This design comes from an exercise in tuning for small area, a short achievable clock period and few clock cycles on the open sky130 flow, not from production work.
Only simulation tests tie the RTL to the original design; equivalence was not proved.

==> inputs of run a <==
// md5
module md5(
	input  logic  PCLK_IN,
	input  logic  PRESETn_IN,
	input  logic  PSEL_IN,
	input  logic  PENABLE_IN,
	input  logic  PWRITE_IN,
	input  logic  [04:0] PADDR_IN,
	input  logic  [31:0] PWDATA_IN,
	output logic  [31:0] PRDATA_OUT,
	output logic  PREADY_OUT
);
	logic [511:0] M;
	logic [31:0] R0, R1, R2, R3;
	logic [31:0] A, B, C, D, P;
	logic [1:0]  ph;
	logic [5:0]  rnd;      
	logic        run;      
	logic        pend;     
	logic        fin;      
	logic        w0;       
	logic        spec;     
	logic [31:0] FU, FV;   
	logic [1:0]  ysel;     
	logic [5:0]  ki;       
	logic [3:0]  gi;       
	logic [3:0]  xsel;     
	wire wr    = PSEL_IN & ~PENABLE_IN & PWRITE_IN;
	wire start = PSEL_IN & PENABLE_IN & ~run & ~fin;
	wire go0   = ~run & (ph == 2'd0) & (start | pend) & ~w0;    
	wire idle3 = ~run & (ph == 2'd3);   
	wire addf  = fin | (run & (rnd >= 6'd61));
	logic [31:0] K;
	always_comb
		case (ki)
			6'd00: K = 32'hd76aa478; 6'd01: K = 32'he8c7b756; 6'd02: K = 32'h242070db; 6'd03: K = 32'hc1bdceee;
			6'd04: K = 32'hf57c0faf; 6'd05: K = 32'h4787c62a; 6'd06: K = 32'ha8304613; 6'd07: K = 32'hfd469501;
			6'd08: K = 32'h698098d8; 6'd09: K = 32'h8b44f7af; 6'd10: K = 32'hffff5bb1; 6'd11: K = 32'h895cd7be;
			6'd12: K = 32'h6b901122; 6'd13: K = 32'hfd987193; 6'd14: K = 32'ha679438e; 6'd15: K = 32'h49b40821;
			6'd16: K = 32'hf61e2562; 6'd17: K = 32'hc040b340; 6'd18: K = 32'h265e5a51; 6'd19: K = 32'he9b6c7aa;
			6'd20: K = 32'hd62f105d; 6'd21: K = 32'h02441453; 6'd22: K = 32'hd8a1e681; 6'd23: K = 32'he7d3fbc8;
			6'd24: K = 32'h21e1cde6; 6'd25: K = 32'hc33707d6; 6'd26: K = 32'hf4d50d87; 6'd27: K = 32'h455a14ed;
			6'd28: K = 32'ha9e3e905; 6'd29: K = 32'hfcefa3f8; 6'd30: K = 32'h676f02d9; 6'd31: K = 32'h8d2a4c8a;
			6'd32: K = 32'hfffa3942; 6'd33: K = 32'h8771f681; 6'd34: K = 32'h6d9d6122; 6'd35: K = 32'hfde5380c;
			6'd36: K = 32'ha4beea44; 6'd37: K = 32'h4bdecfa9; 6'd38: K = 32'hf6bb4b60; 6'd39: K = 32'hbebfbc70;
			6'd40: K = 32'h289b7ec6; 6'd41: K = 32'heaa127fa; 6'd42: K = 32'hd4ef3085; 6'd43: K = 32'h04881d05;
			6'd44: K = 32'hd9d4d039; 6'd45: K = 32'he6db99e5; 6'd46: K = 32'h1fa27cf8; 6'd47: K = 32'hc4ac5665;
  ...
Settings: LEC_CHECK=0, ABC_AREA=1, CAP_MARGIN=20, CORE_MARGIN=2, CORE_UTILIZATION=50, CTS_CLUSTER_DIAMETER=70, CTS_CLUSTER_SIZE=25, SETUP_SLACK_MARGIN=5, SLEW_MARGIN=20; clock period 11.0 ns.
standard.sh (not shown) runs the stock make flow with config.mk's settings and CLKGATE_MAP_FILE= SYNTH_SCRIPT=/design/flow/synth_recipe.tcl, a recipe that flattens the netlist after the stock synthesis.
==> flow/flow/run.sh <==
#!/bin/bash
set -euo pipefail
bash standard.sh ADDER_MAP_FILE= SETUP_SLACK_MARGIN=7 finish > standard.log 2>&1
==> run b (differences from run a) <==
--- a/flow/design.v
+++ b/flow/design.v
@@ -1,56 +1,54 @@
 module rodadas(
 	input  logic [31:0] b, fu, fv, p, addend,
-	input  logic [1:0]  ysel,
-	input  logic [3:0]  xsel,
+	input  logic [15:0] ssel,
 	output logic [31:0] output_A
 );
-	logic [31:0] f, t, y, r;
+	logic [31:0] f, t, r;
 	assign f = (b & fu) | (~b & fv);
 	assign t = f + p;
-	always_comb
-		case (ysel)
-			2'd0: y = {t[27:0], t[31:28]};   
-			2'd1: y = {t[22:0], t[31:23]};   
-			2'd2: y = {t[17:0], t[31:18]};   
-			default: y = {t[11:0], t[31:12]};  
-		endcase
-	assign r = ({32{xsel[0]}} & y)
-	         | ({32{xsel[1]}} & {y[30:0], y[31]})
-	         | ({32{xsel[2]}} & {y[29:0], y[31:30]})
-	         | ({32{xsel[3]}} & {y[28:0], y[31:29]});
+	function automatic [31:0] rotl(input [31:0] v, input integer s);
+		rotl = (v << s) | (v >> (32 - s));
+	endfunction
+	assign r = ({32{ssel[0]}}  & rotl(t, 7))  | ({32{ssel[1]}}  & rotl(t, 12))
+	         | ({32{ssel[2]}}  & rotl(t, 17)) | ({32{ssel[3]}}  & rotl(t, 22))
+	         | ({32{ssel[4]}}  & rotl(t, 5))  | ({32{ssel[5]}}  & rotl(t, 9))
+	         | ({32{ssel[6]}}  & rotl(t, 14)) | ({32{ssel[7]}}  & rotl(t, 20))
+	         | ({32{ssel[8]}}  & rotl(t, 4))  | ({32{ssel[9]}}  & rotl(t, 11))
+	         | ({32{ssel[10]}} & rotl(t, 16)) | ({32{ssel[11]}} & rotl(t, 23))
+	         | ({32{ssel[12]}} & rotl(t, 6))  | ({32{ssel[13]}} & rotl(t, 10))
+	         | ({32{ssel[14]}} & rotl(t, 15)) | ({32{ssel[15]}} & rotl(t, 21));
 	assign output_A = addend + r;
 endmodule
 module md5(
 	input  logic  PCLK_IN,
 	input  logic  PRESETn_IN,
 	input  logic  PSEL_IN,
 	input  logic  PENABLE_IN,
 	input  logic  PWRITE_IN,
 	input  logic  [04:0] PADDR_IN,
 	input  logic  [31:0] PWDATA_IN,
 	output logic  [31:0] PRDATA_OUT,
 	output logic  PREADY_OUT
 );
-	logic [511:0] M;
+	logic [31:0] M [15:0];
 	logic [31:0] R0, R1, R2, R3;
 	logic [31:0] A, B, C, D, P;
 	logic [1:0]  ph;
 	logic [5:0]  rnd;      
 	logic        run;      
 	logic        pend;     
 	logic        fin;      
 	logic        w0;       
 	logic        spec;     
 	logic [31:0] FU, FV;   
-	logic [1:0]  ysel;     
+	logic [15:0] ssel;     
 	logic [5:0]  ki;       
 	logic [3:0]  gi;       
-	logic [3:0]  xsel;     
 	wire wr    = PSEL_IN & ~PENABLE_IN & PWRITE_IN;
 	wire start = PSEL_IN & PENABLE_IN & ~run & ~fin;
 	wire go0   = ~run & (ph == 2'd0) & (start | pend) & ~w0;    
 	wire idle3 = ~run & (ph == 2'd3);   
 	wire addf  = fin | (run & (rnd >= 6'd61));
 	logic [31:0] K;
 	always_comb
 		case (ki)
@@ -84,73 +82,51 @@
 			run_n = 1'b1;
 			rnd_n = 6'd1;
 		end else if (run) begin
 			rnd_n = rnd + 6'd1;
 			if (rnd == 6'd63) run_n = 1'b0;
 		end
 	end
 	wire spec_n = run_n | (ph == 2'd3);
-	wire [5:0] rnd_x = run ? rnd + 6'd1 : {5'd0, ph == 2'd0};
-	wire [5:0] ki_n = (~run & (ph == 2'd2)) ? 6'd0 : rnd_x + 6'd1;
+	wire [5:0] ki_n = (~run_n & (ph == 2'd2)) ? 6'd0 : rnd_n + 6'd1;
 	logic [3:0] g_n;
 	always_comb
 		case (ki_n[5:4])
 			2'd0: g_n = ki_n[3:0];
 			2'd1: g_n = {ki_n[1:0], 2'b0} + ki_n[3:0] + 4'd1;           
 			2'd2: g_n = {ki_n[2:0], 1'b0} + ki_n[3:0] + 4'd5;           
 			default: g_n = {ki_n[0], 3'b0} - ki_n[3:0];                 
 		endcase
-	logic [1:0] xs;
-	always_comb
-		case ({rnd_x[5:4], rnd_x[1:0]})
-			4'd0, 4'd1, 4'd2: xs = 2'd3;
-			4'd3: xs = 2'd2;
-			4'd4: xs = 2'd1;
-			4'd5, 4'd6, 4'd7: xs = 2'd0;
-			4'd8: xs = 2'd0;
-			4'd9, 4'd10: xs = 2'd2;
-			4'd11: xs = 2'd3;
-			4'd12: xs = 2'd2;
-			default: xs = 2'd1;
-		endcase
 	always @(posedge PCLK_IN) begin
 		spec <= spec_n;
-		ysel <= rnd_x[1:0];
+		ssel <= {16{spec_n}} & (16'd1 << {rnd_n[5:4], rnd_n[1:0]});
 		ki <= ki_n;
 		gi <= g_n;
-		xsel <= {4{spec_n}} & (4'b0001 << xs);
 	end
 	rodadas rod(
 		.b(B), .fu(FU), .fv(FV), .p(P),
 		.addend(spec ? B : R2),
-		.ysel(ysel), .xsel(xsel),
+		.ssel(ssel),
 		.output_A(Bnext)
 	);
-	logic [31:0] Mg;
-	always_comb begin
-		Mg = 32'd0;
-		for (int i = 0; i < 16; i++)
-			if (gi == i) Mg = M[32*i +: 32];
-	end
 	wire [31:0] Hsum = R3 + (B & {32{addf}});
 	always @(posedge PCLK_IN) begin
-		for (int i = 0; i < 16; i++)
-			if (wr & (PADDR_IN[3:0] == i)) M[32*i +: 32] <= PWDATA_IN;
+		if (wr) M[PADDR_IN[3:0]] <= PWDATA_IN;
 		A <= idle3 ? R1 : D;
 		B <= Bnext;
 		C <= B;
 		D <= C;
-		case (rnd_x[5:4])
+		case (rnd_n[5:4])
 			2'd0: begin FU <= B;       FV <= C;        end
 			2'd1: begin FU <= B | C;   FV <= B & ~C;   end
 			2'd2: begin FU <= ~(B ^ C); FV <= B ^ C;   end
 			default: begin FU <= ~B;   FV <= ~(B ^ C); end
 		endcase
-		P <= (idle3 ? R1 : D) + K + bswap(Mg);
+		P <= (idle3 ? R1 : D) + K + bswap(M[gi]);
 	end
 	always @(posedge PCLK_IN or negedge PRESETn_IN) begin
 		if (!PRESETn_IN) begin
 			R3 <= 32'hefcdab89;
 			R2 <= 32'h67452301;
 			R1 <= 32'h10325476;
 			R0 <= 32'h98badcfe;
 			ph <= 2'd0;
@@ -175,16 +151,22 @@
 			else if (start)
 				pend <= 1'b1;
 			if (start)
 				PREADY_OUT <= 1'b0;
 			else if (run & (rnd == 6'd63))
 				PREADY_OUT <= 1'b1;
 		end
 	end
-	logic [3:0] jsel;
-	wire [1:0] j_n = (PADDR_IN[1:0] ^ 2'd1) - (ph + 2'd1);
+	logic [1:0] ra;
 	always @(posedge PCLK_IN)
-		jsel <= 4'b0001 << j_n;
-	wire [31:0] rsel = ({32{jsel[0]}} & R3) | ({32{jsel[1]}} & R2)
-	                 | ({32{jsel[2]}} & R1) | ({32{jsel[3]}} & R0);
+		ra <= PADDR_IN[1:0];
+	wire [1:0] j = (ra ^ 2'd1) - ph;
+	logic [31:0] rsel;
+	always_comb
+		case (j)
+			2'd0: rsel = R3;
+			2'd1: rsel = R2;
+			2'd2: rsel = R1;
+			default: rsel = R0;
+		endcase
 	assign PRDATA_OUT = bswap(rsel);
 endmodule
==> flow/run.sh (new file) <==
#!/bin/bash
# synth_recipe.tcl (not shown) runs the flow's synth.tcl, then flattens the netlist and writes it again
# the make line also repeats each setting of config.mk as NAME=value (left out here)
make -C /OpenROAD-flow-scripts/flow DESIGN_CONFIG=/design/flow/config.mk WORK_HOME=/design/flow/orfs CLKGATE_MAP_FILE= SYNTH_SCRIPT=/design/flow/synth_recipe.tcl finish
Settings changed: ABC_AREA 1 to default, CTS_CLUSTER_DIAMETER 70 to 100, CTS_CLUSTER_SIZE 25 to 30.
removed: flow/flow/run.sh
removed: flow/standard.sh
==> run c (differences from run a) <==
--- a/flow/design.v
+++ b/flow/design.v
@@ -26,17 +26,17 @@
 	input  logic  PSEL_IN,
 	input  logic  PENABLE_IN,
 	input  logic  PWRITE_IN,
 	input  logic  [04:0] PADDR_IN,
 	input  logic  [31:0] PWDATA_IN,
 	output logic  [31:0] PRDATA_OUT,
 	output logic  PREADY_OUT
 );
-	logic [511:0] M;
+	logic [31:0] M [15:0];
 	logic [31:0] R0, R1, R2, R3;
 	logic [31:0] A, B, C, D, P;
 	logic [1:0]  ph;
 	logic [5:0]  rnd;      
 	logic        run;      
 	logic        pend;     
 	logic        fin;      
 	logic        w0;       
@@ -120,37 +120,30 @@
 		xsel <= {4{spec_n}} & (4'b0001 << xs);
 	end
 	rodadas rod(
 		.b(B), .fu(FU), .fv(FV), .p(P),
 		.addend(spec ? B : R2),
 		.ysel(ysel), .xsel(xsel),
 		.output_A(Bnext)
 	);
-	logic [31:0] Mg;
-	always_comb begin
-		Mg = 32'd0;
-		for (int i = 0; i < 16; i++)
-			if (gi == i) Mg = M[32*i +: 32];
-	end
 	wire [31:0] Hsum = R3 + (B & {32{addf}});
 	always @(posedge PCLK_IN) begin
-		for (int i = 0; i < 16; i++)
-			if (wr & (PADDR_IN[3:0] == i)) M[32*i +: 32] <= PWDATA_IN;
+		if (wr) M[PADDR_IN[3:0]] <= PWDATA_IN;
 		A <= idle3 ? R1 : D;
 		B <= Bnext;
 		C <= B;
 		D <= C;
 		case (rnd_x[5:4])
 			2'd0: begin FU <= B;       FV <= C;        end
 			2'd1: begin FU <= B | C;   FV <= B & ~C;   end
 			2'd2: begin FU <= ~(B ^ C); FV <= B ^ C;   end
 			default: begin FU <= ~B;   FV <= ~(B ^ C); end
 		endcase
-		P <= (idle3 ? R1 : D) + K + bswap(Mg);
+		P <= (idle3 ? R1 : D) + K + bswap(M[gi]);
 	end
 	always @(posedge PCLK_IN or negedge PRESETn_IN) begin
 		if (!PRESETn_IN) begin
 			R3 <= 32'hefcdab89;
 			R2 <= 32'h67452301;
 			R1 <= 32'h10325476;
 			R0 <= 32'h98badcfe;
 			ph <= 2'd0;
==> flow/flow/run.sh (replaced) <==
#!/bin/bash
set -euo pipefail
bash standard.sh SETUP_SLACK_MARGIN=6.5 finish > standard.log 2>&1
==> results.txt <==
item	run c	run a	run b
Synthesized-area fraction occupied by xor and xnor cells	2.25%	1.57%	3.08%
Post-CTS setup buffers	44	48	40
Total Die Area	0.0937 mm²	0.0980 mm²	0.0951 mm²
Sequential area share after synthesis	52.1%	49.7%	51.7%
Clock latency reported for the late side of the worst-skew pair	0.67 ns	0.69 ns	0.65 ns
Buffering stage count on the worst path with inverters included	4	5	3
Adder-cell area share of the yosys netlist	7.53%	0%	7.45%
Uppermost layer routed	met4	met5	met4
Total via count after detailed routing	36196	42965	32498
Slowest cell on the critical path	dfxtp_1	a221o_2	dfxtp_4
Post-Synthesis Cells	4850	6121	3836
Max FO, Critical Path	3	6	16
Kind of end point of the critical path	output port	output port	register
Average detailed-routed wire length per instance	24.6 µm	22.7 µm	26.4 µm
Outcome	finished clean	finished clean	finished clean
Global-route met2 utilization	51.2%	51.3%	45.6%
Startpoint of the worst-slack reg-to-reg timing path	B[0]	B[11]	B[1]
Clock network area share	3.39%	3.34%	2.51%
Fraction of standard cell area in multi-input logic	39.9%	40.2%	42.6%
Number of nets in the layout	5249	6301	4137
Number of antenna violations at the first check in global routing	5	9	1
Testbench counts of run a, summed over its fixed seeds: cycles 8,116.
Testbench counts of run b, summed over its fixed seeds: cycles 8,116.
Testbench counts of run c, summed over its fixed seeds: cycles 8,116.

[re-timing with driven ports]
The results above use ideal ports. As a check the final layouts listed here were re-extracted and re-timed, cells and wires unchanged. Step 1, drivers: a clkbuf_16 drives PCLK_IN and a buf_2 each remaining input, both assumed. Step 2, shift: input delay + t, output delay - t, t = (earliest + latest rising clock arrival at the registers) / 2. This alone moves slack from input paths to output paths. Three values: ideal, step 1, step 2; two values: the first two.
run | t (ns) | slack for setup (ns) | hold WS [ns] | clock arrival spread, ns | worst data-port slew with drivers (ns)
run a | 0.751 | 6.567 / 6.490 / 6.455 | 0.357 / 0.357 / 0.357 | 0.040 / 0.040 | 0.10
run b | 0.701 | 4.547 / 4.547 / 4.505 | 0.365 / 0.365 / 0.365 | 0.037 / 0.037 | 0.07
run c | 0.728 | 6.537 / 6.464 / 6.143 | 0.357 / 0.357 / 0.357 | 0.047 / 0.048 | 0.10
After both steps every run listed still meets setup and hold. For run c, which loses most, drivers alone change the setup slack by -0.073 ns; drivers and shift together by -0.394 ns.
